Background: an optimization exercise with open tools, aiming at small area, a short achievable clock period and few clock cycles per item. Do not read the settings as production practice. RTL that was checked went through simulation tests only; none was proved equivalent to the original. Power figures rest on the tool's default switching activity, not on a simulated workload.

==> inputs of run a <==
Design wallace_multi, start of the top module:
module wallace_multi (
    input clk,
    input rst,
    input [15:0] a,
    input [15:0] b,
    output reg [31:0] p,
    output reg done
);
    wire c225;
    wire c227;
    wire c229;
    wire c231;
    wire c233;
    wire c235;
    wire c237;
    wire c239;
    wire c241;
    wire c243;
    wire c245;
    wire c249;
    wire c251;
    wire c253;
    wire c255;
    wire c259;
    wire c261;
    wire c263;
    wire c268;
    wire c271;
    wire c273;
    wire c275;
    wire c277;
    wire c282;
    wire c284;
    wire c286;
    wire c288;
    wire c290;
    wire c295;
    wire c297;
    wire c299;
    wire c301;
    wire c303;
    wire c305;
    wire c310;
    wire c312;
    wire c314;
    wire c316;
    wire c318;
    wire c323;
    wire c327;
    wire c329;
    wire c331;
    wire c333;
    wire c335;
    wire c337;
    wire c342;
    wire c345;
    wire c347;
    wire c349;
    wire c351;
    wire c353;
    wire c355;
    wire c360;
    wire c363;
    wire c365;
    wire c367;
    wire c369;
    wire c371;
    wire c373;
    wire c378;
    wire c382;
    wire c384;
    wire c386;
    wire c388;
    wire c390;
    wire c392;
    wire c394;
    wire c399;
    wire c401;
    wire c403;
    wire c405;
    wire c407;
    wire c409;
    wire c411;
    wire c416;
    wire c419;
    wire c421;
    wire c423;
    wire c425;
    wire c427;
    wire c429;
    wire c434;
    wire c437;
    wire c439;
    wire c441;
    wire c443;
    wire c445;
    wire c450;
    wire c453;
    wire c455;
    wire c457;
    wire c459;
    wire c461;
    wire c466;
    wire c469;
    wire c471;
    wire c473;
    wire c475;
    wire c480;
    wire c483;
    wire c485;
    wire c487;
    wire c489;
    wire c494;
    wire c497;
    wire c499;
    wire c501;
    wire c503;
    wire c507;
    wire c509;
    wire c511;
    wire c513;
    wire c518;
    wire c520;
    wire c522;
    wire c527;
  ...
==> module mbs, before the edit <==
module mbs (input one, input a1, input two, input a0, input neg, output x);
    assign x = ((one & a1) | (two & a0)) ^ neg;
endmodule
clock: 4.0 ns
lec_check: 0
cap_margin: 20
core_margin: 2
core_utilization: 40
setup_slack_margin: 1.6
slew_margin: 20
synth_hierarchical: 1
standard.sh (not shown) runs the stock make flow with config.mk's settings and CLKGATE_MAP_FILE= SYNTH_SCRIPT=/design/flow/synth_recipe.tcl, a recipe that flattens the netlist after the stock synthesis.
==> flow/flow/run.sh <==
#!/bin/bash
set -euo pipefail
export BUFFER_PORTS_ARGS="-buffer_cell sky130_fd_sc_hd__buf_2"
bash standard.sh finish > orfs_make.log 2>&1
==> inputs of run b, as changes to run a <==
--- a/flow/design.v
+++ b/flow/design.v
@@ -1693,3 +1693,11 @@
 module mbs (input one, input a1, input two, input a0, input neg, output x);
-    assign x = ((one & a1) | (two & a0)) ^ neg;
+    wire m;
+    ma22o u0 (.a(one), .b(a1), .c(two), .d(a0), .y(m));
+    mxor u1 (.a(m), .b(neg), .y(x));
+endmodule
+module ma22o (input a, input b, input c, input d, output y);
+    assign y = (a & b) | (c & d);
+endmodule
+module mxor (input a, input b, output y);
+    assign y = a ^ b;
 endmodule
CORE_UTILIZATION = 60   (was 40)
==> inputs of run c, as changes to run a <==
--- a/flow/design.v
+++ b/flow/design.v
@@ -1693,3 +1693,11 @@
 module mbs (input one, input a1, input two, input a0, input neg, output x);
-    assign x = ((one & a1) | (two & a0)) ^ neg;
+    wire m;
+    ma22o u0 (.a(one), .b(a1), .c(two), .d(a0), .y(m));
+    mxor u1 (.a(m), .b(neg), .y(x));
+endmodule
+module ma22o (input a, input b, input c, input d, output y);
+    assign y = (a & b) | (c & d);
+endmodule
+module mxor (input a, input b, output y);
+    assign y = a ^ b;
 endmodule
CTS_BUF_LIST = sky130_fd_sc_hd__clkbuf_4   (was unset)
==> run summary <==
metric                                                                                   run b                    run c                    run a
Run status                                                             complete, no violations  complete, no violations  complete, no violations
Worst vdd rail ir drop                                                              0.001010 V              0.0004496 V              0.0004127 V
Critical path required time                                                            4410 ps                  4570 ps                  4420 ps
Wirelength per Cell                                                                   18.96 um                 17.27 um                 18.32 um
Pwr/cell area                                                                     851.5 nW/um2             816.6 nW/um2             830.7 nW/um2
Core box area                                                                       17,960 um2               26,950 um2               28,010 um2
Proportion of layout cells with a drive suffix above 1                                  0.1740                   0.2122                   0.3155
Worst-Skew Late Latency                                                                 520 ps                   680 ps                   520 ps
Final clock period utilization by the worst path                                        0.6189                   0.6032                   0.6137
Int Power                                                                             7.071 mW                 6.733 mW                 7.426 mW
Parity-gate share of the synthesized area counting xor and xnor cells                   0.1345                   0.1345                   0.1292
Startpoint of the most critical register-to-register path                                 r492                     r490                     r491
Endpoint arrival time on the critical path                                             2890 ps                  2980 ps                  2870 ps
Clock share of power                                                                     0.202                    0.186                    0.231
Area share of fa/ha/maj cells after synthesis                                           0.2609                   0.2609                   0.2506
Number of core rows                                                                         49                       60                       61
Diode insertion count for antenna repair                                                     0                        1                        0
Hold buffer count at cts                                                                     0                        1                        0
Worst slew margin relative to its limit                                                 0.5310                   0.5054                   0.5986
Final Non-Filler Cells                                                                   1,189                    1,360                    1,348
Testbench counts of run b, summed over its fixed seeds: cycles 16,024, items 16,000.
Testbench counts of run c, summed over its fixed seeds: cycles 16,024, items 16,000.
Only the layout flow was run in run a; the RTL was not checked for function there.

========
==> run R <==
Another version of the RTL of wallace_multi (not shown whole).
==> module mbs, before the edit <==
module mbs (input one, input a1, input two, input a0, input neg, output x);
    wire m;
    ma22o u0 (.a(one), .b(a1), .c(two), .d(a0), .y(m));
    mxor u1 (.a(m), .b(neg), .y(x));
endmodule
==> module ma22o, before the edit <==
module ma22o (input a, input b, input c, input d, output y);
    assign y = (a & b) | (c & d);
endmodule
==> module mxor, before the edit <==
module mxor (input a, input b, output y);
    assign y = a ^ b;
endmodule
==> flow/config.mk <==
export PLATFORM = sky130hd
export DESIGN_NAME = wallace_multi
export DESIGN_NICKNAME = wallace_multi
export VERILOG_FILES = /design/flow/design.v
export SDC_FILE = /design/flow/constraint.sdc
export NUM_CORES = 4
export LEC_CHECK = 0
export CAP_MARGIN = 20
export CORE_MARGIN = 2
export CORE_UTILIZATION = 40
export CTS_BUF_LIST = sky130_fd_sc_hd__clkbuf_8
export CTS_CLUSTER_DIAMETER = 80
export CTS_CLUSTER_SIZE = 16
export SETUP_SLACK_MARGIN = 1.6
export SLEW_MARGIN = 20
export SYNTH_HIERARCHICAL = 1
==> flow/constraint.sdc <==
create_clock -name core_clock -period 4.0 [get_ports {clk}]
set_input_delay 0.8000 -clock core_clock [delete_from_list [all_inputs] [get_ports {clk}]]
set_output_delay 0.8000 -clock core_clock [all_outputs]
set_load 0.01 [all_outputs]
Scripts as last shown in full above: flow/flow/run.sh
==> run C (differences from run R) <==
SETUP_SLACK_MARGIN = 2.0   (was 1.6)
==> run Y (differences from run R) <==
--- a/flow/design.v
+++ b/flow/design.v
@@ -1575,11 +1575,11 @@
 module mbs (input one, input a1, input two, input a0, input neg, output x);
     wire m;
-    ma22o u0 (.a(one), .b(a1), .c(two), .d(a0), .y(m));
-    mxor u1 (.a(m), .b(neg), .y(x));
+    ma22oi u0 (.a(one), .b(a1), .c(two), .d(a0), .y(m));
+    mxnor u1 (.a(m), .b(neg), .y(x));
 endmodule
-module ma22o (input a, input b, input c, input d, output y);
-    assign y = (a & b) | (c & d);
+module ma22oi (input a, input b, input c, input d, output y);
+    assign y = ~((a & b) | (c & d));
 endmodule
-module mxor (input a, input b, output y);
-    assign y = a ^ b;
+module mxnor (input a, input b, output y);
+    assign y = ~(a ^ b);
 endmodule
==> flow/flow/run.sh (replaced) <==
#!/bin/bash
set -euo pipefail
export BUFFER_PORTS_ARGS="-buffer_cell sky130_fd_sc_hd__buf_1"
bash standard.sh ABC_LOAD_IN_FF=1 finish > orfs_make.log 2>&1
SETUP_SLACK_MARGIN = 1.8   (was 1.6)
==> impl_metrics.env <==
export IMPL_status="complete, no violations"
export IMPL_synth_common_cells="dfxtp_1, xnor2_1, a22oi_1, fa_1, ha_1"
export IMPL_seq_share_pct=38.8
export IMPL_p_int_uw=5840
export IMPL_worst_ep_arrival_time_ps=2660
export IMPL_p_switching_uw=3230
export IMPL_layout_min_cycle_time_ps=2250
export IMPL_stdcell_area_mm2=0.0121
export IMPL_min_period_over_period_pct=56.3
export IMPL_r2r_end="r467"
-- figures above: run Y

==> impl_metrics.env <==
export IMPL_final_max_slew_viol_count=0
export IMPL_worst_ep_arrival_time_ps=2850
export IMPL_seq_share_pct=38.7
export IMPL_r2r_end="r397"
export IMPL_layout_min_cycle_time_ps=2380
export IMPL_min_period_over_period_pct=59.5
export IMPL_dp_cells=1231
export IMPL_status="complete, no violations"
export IMPL_stdcell_area_mm2=0.0120
export IMPL_ioPinCount=67
export IMPL_p_switching_uw=3130
-- figures above: run R

==> impl_metrics.env <==
export IMPL_synth_common_cells="dfxtp_1, xor2_1, a22o_1, fa_1, ha_1"
export IMPL_r2r_end="r525"
export IMPL_min_period_over_period_pct=54.7
export IMPL_stdcell_area_mm2=0.0131
export IMPL_p_int_uw=6320
export IMPL_status="complete, no violations"
export IMPL_worst_ep_arrival_time_ps=2600
export IMPL_p_switching_uw=3420
-- figures above: run C

Testbench counts of run R, summed over its fixed seeds: cycles 16,024, items 16,000.
Testbench counts of run C, summed over its fixed seeds: cycles 16,024, items 16,000.
The RTL of run Y was laid out without a check of its function.

separate check: timing with driven ports:
No port has a modelled driver above. Below, the same layouts with a new extraction and two added sets of constraints.
Step 1: set_driving_cell puts a clkbuf_16 on clk and a buf_2 on each other input, an assumption about the parent block.
Step 2 times the ports against the registers' clock, not the clock port: input delays grow and output delays shrink by t, the midpoint of the rising clock arrivals with the driver on.
a / b / c = ideal / step 1 / step 2; a / b = the first two.
| run | t, ns | setup WS [ns] | worst register clock-pin slew, ns |
|---|---|---|---|
| run a of note 1 | 0.564 | 1.545 / 1.545 / 1.545 | 0.06 / 0.06 |
| run b of note 1 | 0.558 | 1.525 / 1.525 / 1.525 | 0.06 / 0.06 |
| run c of note 1 | 0.704 | 1.587 / 1.587 / 1.587 | 0.07 / 0.07 |
| run R of note 2 | 0.559 | 1.621 / 1.621 / 1.621 | 0.11 / 0.11 |
| run C of note 2 | 0.566 | 1.814 / 1.814 / 1.814 | 0.10 / 0.10 |
| run Y of note 2 | 0.568 | 1.747 / 1.747 / 1.747 | 0.11 / 0.11 |
After both steps every run listed still meets setup and hold.
